Source: an optimization exercise on an open RTL-to-GDS flow (aim: small area). Production flows keep margins and buffers that such runs may drop.
The RTL was checked by simulation tests, not by an equivalence proof against the original design.
No activity file was given, so power comes from the tool's default toggle rates.

## exp/quartz
Design column_processing_unit_top, start of the top module:
module column_processing_unit_top #(
    parameter NUM_UNITS = 16,
    parameter NUM_COLUMNS = 8,
    parameter COLUMN_SUM_WIDTH = 15,
    parameter FINAL_VECTOR_SUM_WIDTH = 24
)(
    input  wire clk,
    input  wire reset,
    input  wire clear,
    input  wire global_accumulation_enable,
    input  wire start_conversion,
    input  wire [NUM_UNITS-1:0][NUM_COLUMNS-1:0] serial_thermo_in,
    output wire signed [NUM_UNITS-1:0][NUM_COLUMNS-1:0][COLUMN_SUM_WIDTH-1:0] column_sum,
    output wire signed [NUM_UNITS-1:0][FINAL_VECTOR_SUM_WIDTH-1:0] final_vector_sum,
    output wire [NUM_UNITS-1:0] conversion_valid,
    output wire [NUM_UNITS-1:0] column_sum_ready,
    output wire [NUM_UNITS-1:0] processing_complete
);
Size in the first run: ~7000 cells after synthesis, roughly 2500 I/O pins, about 0.12 mm² of cells after synthesis.
Settings: LEC_CHECK=0, CAP_MARGIN=20, CORE_AREA=10 10 750 750, DIE_AREA=0 0 760 760, SLEW_MARGIN=20; clock period 10.0 ns.
standard.sh (not shown) runs the stock make flow with config.mk's settings and CLKGATE_MAP_FILE= SYNTH_SCRIPT=/design/flow/synth_recipe.tcl, a recipe that flattens the netlist after the stock synthesis.
==> flow/flow/run.sh <==
#!/bin/bash
# Own layout flow: the standard ORFS flow (standard.sh) with
#  - the standard synthesis, followed by an inverter clean-up around the
#    full adders (polarity.py) and a new ABC mapping of the plain gates
#    around them (reabc.ys); registers and their cells are untouched,
#  - the smallest buffer (buf_1) on every input and output port,
#  - IO pins one track apart, so a smaller die fits all 2485 pins,
#  - clock tree: larger sink clusters and no dummy loads.
# If an attempt fails (routing congestion) or leaves antenna violations,
# the layout is redone from the floorplan on a larger die.
# Every tool's output goes to a log file in the work folder.
set -uo pipefail
RES=$PWD/orfs/results/sky130hd/column_processing_unit_top/base
cat > my_config.mk <<EOM
include $PWD/config.mk
export BUFFER_PORTS_ARGS = -buffer_cell sky130_fd_sc_hd__buf_1
export PLACE_PINS_ARGS = -min_distance 1 -min_distance_in_tracks
export CTS_ARGS = -sink_clustering_enable -repair_clock_nets -buf_list sky130_fd_sc_hd__clkbuf_16 -sink_clustering_size 26 -sink_clustering_max_diameter 90 -dont_use_dummy_load
EOM
sed "s#DESIGN_CONFIG=[^ ]*#DESIGN_CONFIG=$PWD/my_config.mk#" standard.sh > my_standard.sh
bash my_standard.sh $RES/1_2_yosys.v > flow_synth.log 2>&1 || exit 1
cp $RES/1_2_yosys.v 1_2_yosys_standard.v
python3 flow/polarity.py 1_2_yosys_standard.v 1_2_yosys_polarity.v > flow_polarity.log 2>&1 || exit 1
YOSYS=$FLOW_HOME/../tools/install/yosys/bin/yosys
[[ -x $YOSYS ]] || YOSYS=yosys
LIB=$FLOW_HOME/platforms/sky130hd/lib/sky130_fd_sc_hd__tt_025C_1v80.lib
sed -e "s#@LIB@#$LIB#g" -e "s#@IN@#$PWD/1_2_yosys_polarity.v#" -e "s#@OUT@#$PWD/1_2_yosys_reabc.v#" \
    -e "s#@TOP@#$FLOW_TOP#g" -e "s#@FLOW@#$FLOW_HOME#g" flow/reabc.ys > reabc_run.ys
$YOSYS -q -l flow_reabc.log reabc_run.ys > /dev/null 2>&1 || exit 1
cp 1_2_yosys_reabc.v $RES/1_2_yosys.v

cat > check_ant.tcl <<EOM
read_db $RES/6_final.odb
set n [check_antennas]
puts "ANTENNA_COUNT \$n"
EOM

k=0
for die in 760 860 960; do
  k=$((k+1))
  rm -f $RES/2_* $RES/3_* $RES/4_* $RES/5_* $RES/6_* out/final.def
  c=$((die-10))
  sed -e "s#'CORE_AREA=[^']*'#'CORE_AREA=10 10 $c $c'#" -e "s#'DIE_AREA=[^']*'#'DIE_AREA=0 0 $die $die'#" \
      my_standard.sh > my_standard_$k.sh
  if bash my_standard_$k.sh finish > flow_make_$k.log 2>&1 && [[ -f out/final.def ]]; then
    openroad -no_init -exit check_ant.tcl > flow_antenna_$k.log 2>&1
    n=$(sed -n 's/.*ANTENNA_COUNT \([0-9]*\).*/\1/p' flow_antenna_$k.log | tail -1)
    if [[ "$n" == "0" ]]; then
      exit 0
    fi
  fi
done
exit 1
Other scripts of this flow, unchanged in this note and not shown: flow/flow/polarity.py, flow/flow/reabc.ys
[inputs] exp/cedar vs exp/quartz
diff --git a/flow/flow/run.sh b/flow/flow/run.sh
--- a/flow/flow/run.sh
+++ b/flow/flow/run.sh
@@ -17,3 +17,3 @@
 export PLACE_PINS_ARGS = -min_distance 1 -min_distance_in_tracks
-export CTS_ARGS = -sink_clustering_enable -repair_clock_nets -buf_list sky130_fd_sc_hd__clkbuf_16 -sink_clustering_size 26 -sink_clustering_max_diameter 90 -dont_use_dummy_load
+export CTS_ARGS = -sink_clustering_enable -repair_clock_nets -buf_list {sky130_fd_sc_hd__clkbuf_8 sky130_fd_sc_hd__clkbuf_16} -sink_clustering_size 22 -sink_clustering_max_diameter 80 -dont_use_dummy_load
 EOM
Notes after the runs:
Looking at the reports, exp/quartz completed the entire flow and the layout it produced met the timing, DRC and antenna checks.
Looking at the reports, exp/cedar completed the entire flow and the layout it produced met the timing, DRC and antenna checks.
The post-route worst setup slack of exp/cedar falls short of that of exp/quartz by 0.012 ns.
The routed wire length on exp/cedar is in line with that on exp/quartz.
On number of vias in the routed layout, exp/cedar and exp/quartz are neck and neck.
Compared with exp/quartz, exp/cedar shows number of global-route vias before repair that has gone up slightly.
For exp/juniper, these inputs were changed with respect to exp/cedar:
diff --git a/flow/flow/run.sh b/flow/flow/run.sh
--- a/flow/flow/run.sh
+++ b/flow/flow/run.sh
@@ -17,3 +17,3 @@
 export PLACE_PINS_ARGS = -min_distance 1 -min_distance_in_tracks
-export CTS_ARGS = -sink_clustering_enable -repair_clock_nets -buf_list {sky130_fd_sc_hd__clkbuf_8 sky130_fd_sc_hd__clkbuf_16} -sink_clustering_size 22 -sink_clustering_max_diameter 80 -dont_use_dummy_load
+export CTS_ARGS = -sink_clustering_enable -repair_clock_nets -buf_list sky130_fd_sc_hd__clkbuf_16 -sink_clustering_size 22 -sink_clustering_max_diameter 80 -dont_use_dummy_load
 EOM
As far as total overflow reported by the global router goes, exp/cedar and exp/juniper are indistinguishable; the numbers are identical. Any difference in number of nets in the layout between exp/cedar and exp/juniper is small enough to ignore. As far as setup slack after layout goes, exp/cedar and exp/juniper are indistinguishable; the numbers are identical. The y dimension of the die on exp/cedar is in line with that on exp/juniper. As far as share of total power in the clock network is concerned, exp/juniper and exp/cedar perform about the same. Combinational share of power: exp/juniper vs exp/cedar — no meaningful difference. Looking at exp/cedar and exp/juniper, the total negative setup slack is a wash. Going from exp/cedar to exp/juniper, maximum frequency saw little to no change; instance count after placement with tap cells included saw little to no change.

column_processing_unit_top, a different RTL version from the one above (not shown whole).
For scale: roughly 7800 cells after synthesis.
Settings: LEC_CHECK=0, CAP_MARGIN=20, CORE_AREA=10 10 750 750, CTS_BUF_LIST=sky130_fd_sc_hd__clkbuf_8, DIE_AREA=0 0 760 760, SLEW_MARGIN=20; clock period 10.0 ns.
==> flow/flow/run.sh <==
#!/bin/bash
# Own layout flow: the standard ORFS flow (standard.sh) with
#  - the standard synthesis, followed by an inverter clean-up around the
#    full adders (polarity.py; registers and their cells are untouched),
#  - the smallest buffer (buf_1) on every input and output port,
#  - IO pins one track apart, so a smaller die fits all 2485 pins.
# If an attempt fails (routing congestion) or leaves antenna violations,
# the layout is redone from the floorplan on a larger die.
# Every tool's output goes to a log file in the work folder.
set -uo pipefail
RES=$PWD/orfs/results/sky130hd/column_processing_unit_top/base
cat > my_config.mk <<EOM
include $PWD/config.mk
export BUFFER_PORTS_ARGS = -buffer_cell sky130_fd_sc_hd__buf_1
export PLACE_PINS_ARGS = -min_distance 1 -min_distance_in_tracks
EOM
sed "s#DESIGN_CONFIG=[^ ]*#DESIGN_CONFIG=$PWD/my_config.mk#" standard.sh > my_standard.sh
bash my_standard.sh $RES/1_2_yosys.v > flow_synth.log 2>&1 || exit 1
cp $RES/1_2_yosys.v 1_2_yosys_standard.v
python3 flow/polarity.py 1_2_yosys_standard.v $RES/1_2_yosys.v > flow_polarity.log 2>&1 || exit 1

cat > check_ant.tcl <<EOM
read_db $RES/6_final.odb
set n [check_antennas]
puts "ANTENNA_COUNT \$n"
EOM

k=0
for die in 760 860 960; do
  k=$((k+1))
  rm -f $RES/2_* $RES/3_* $RES/4_* $RES/5_* $RES/6_* out/final.def
  c=$((die-10))
  sed -e "s#'CORE_AREA=[^']*'#'CORE_AREA=10 10 $c $c'#" -e "s#'DIE_AREA=[^']*'#'DIE_AREA=0 0 $die $die'#" \
      my_standard.sh > my_standard_$k.sh
  if bash my_standard_$k.sh finish > flow_make_$k.log 2>&1 && [[ -f out/final.def ]]; then
    openroad -no_init -exit check_ant.tcl > flow_antenna_$k.log 2>&1
    n=$(sed -n 's/.*ANTENNA_COUNT \([0-9]*\).*/\1/p' flow_antenna_$k.log | tail -1)
    if [[ "$n" == "0" ]]; then
      exit 0
    fi
  fi
done
exit 1
Other scripts of this flow, unchanged in this note and not shown: flow/flow/polarity.py
Then changed:
==> flow/flow/run.sh (replaced) <==
#!/bin/bash
# Own layout flow: the standard ORFS flow (standard.sh) with
#  - the standard synthesis, followed by an inverter clean-up around the
#    full adders (polarity.py; registers and their cells are untouched),
#  - the smallest buffer (buf_1) on every input and output port,
#  - IO pins one track apart, so a smaller die fits all 2485 pins.
# Every tool's output goes to a log file in the work folder.
set -euo pipefail
RES=$PWD/orfs/results/sky130hd/column_processing_unit_top/base
cat > my_config.mk <<EOM
include $PWD/config.mk
export BUFFER_PORTS_ARGS = -buffer_cell sky130_fd_sc_hd__buf_1
export PLACE_PINS_ARGS = -min_distance 1 -min_distance_in_tracks
EOM
sed "s#DESIGN_CONFIG=[^ ]*#DESIGN_CONFIG=$PWD/my_config.mk#" standard.sh > my_standard.sh
bash my_standard.sh $RES/1_2_yosys.v > flow_synth.log 2>&1
cp $RES/1_2_yosys.v 1_2_yosys_standard.v
python3 flow/polarity.py 1_2_yosys_standard.v $RES/1_2_yosys.v > flow_polarity.log 2>&1
bash my_standard.sh finish > flow_make.log 2>&1
test -f out/final.def
Settings changed: CORE_AREA 10 10 750 750 to 10 10 630 630, DIE_AREA 0 0 760 760 to 0 0 640 640.
Result: The changed run did not get past global routing; synthesized cell count stays the same; synthesized area does not change.

==> afterwards: timing with drivers on the ports <==
The results above use ideal ports. As a check the final layouts listed here were re-extracted and re-timed, cells and wires unchanged. Step 1 (the two cells are an assumption about what drives the block):
set clk [get_ports {clk}]
set_driving_cell -lib_cell sky130_fd_sc_hd__clkbuf_16 $clk
set_driving_cell -lib_cell sky130_fd_sc_hd__buf_2 [delete_from_list [all_inputs] $clk]
Step 2 adds t to the input delays and takes it off the output delays; t is the mean of the earliest and latest rising clock arrival at the registers after step 1. Input paths then give back, and output paths get back, about the clock's delay inside the block. Three values: ideal ports, drivers, drivers and shift; two values: the first two.
run	t, ns	setup WS [ns]	worst setup path after step 2	worst data-port slew with drivers (ns)
exp/quartz	0.948	1.613 / 1.590 / 0.642	input to register	0.38
exp/cedar	0.957	1.601 / 1.572 / 0.615	input to register	0.37
exp/juniper	0.957	1.601 / 1.572 / 0.615	input to register	0.37
the first run of note 2	1.272	1.828 / 1.806 / 0.535	input to register	0.36
After both steps every run listed still meets setup and hold. The setup slack of the first run of note 2, which loses most, moves by -0.022 ns with the drivers and by -1.293 ns with both steps.
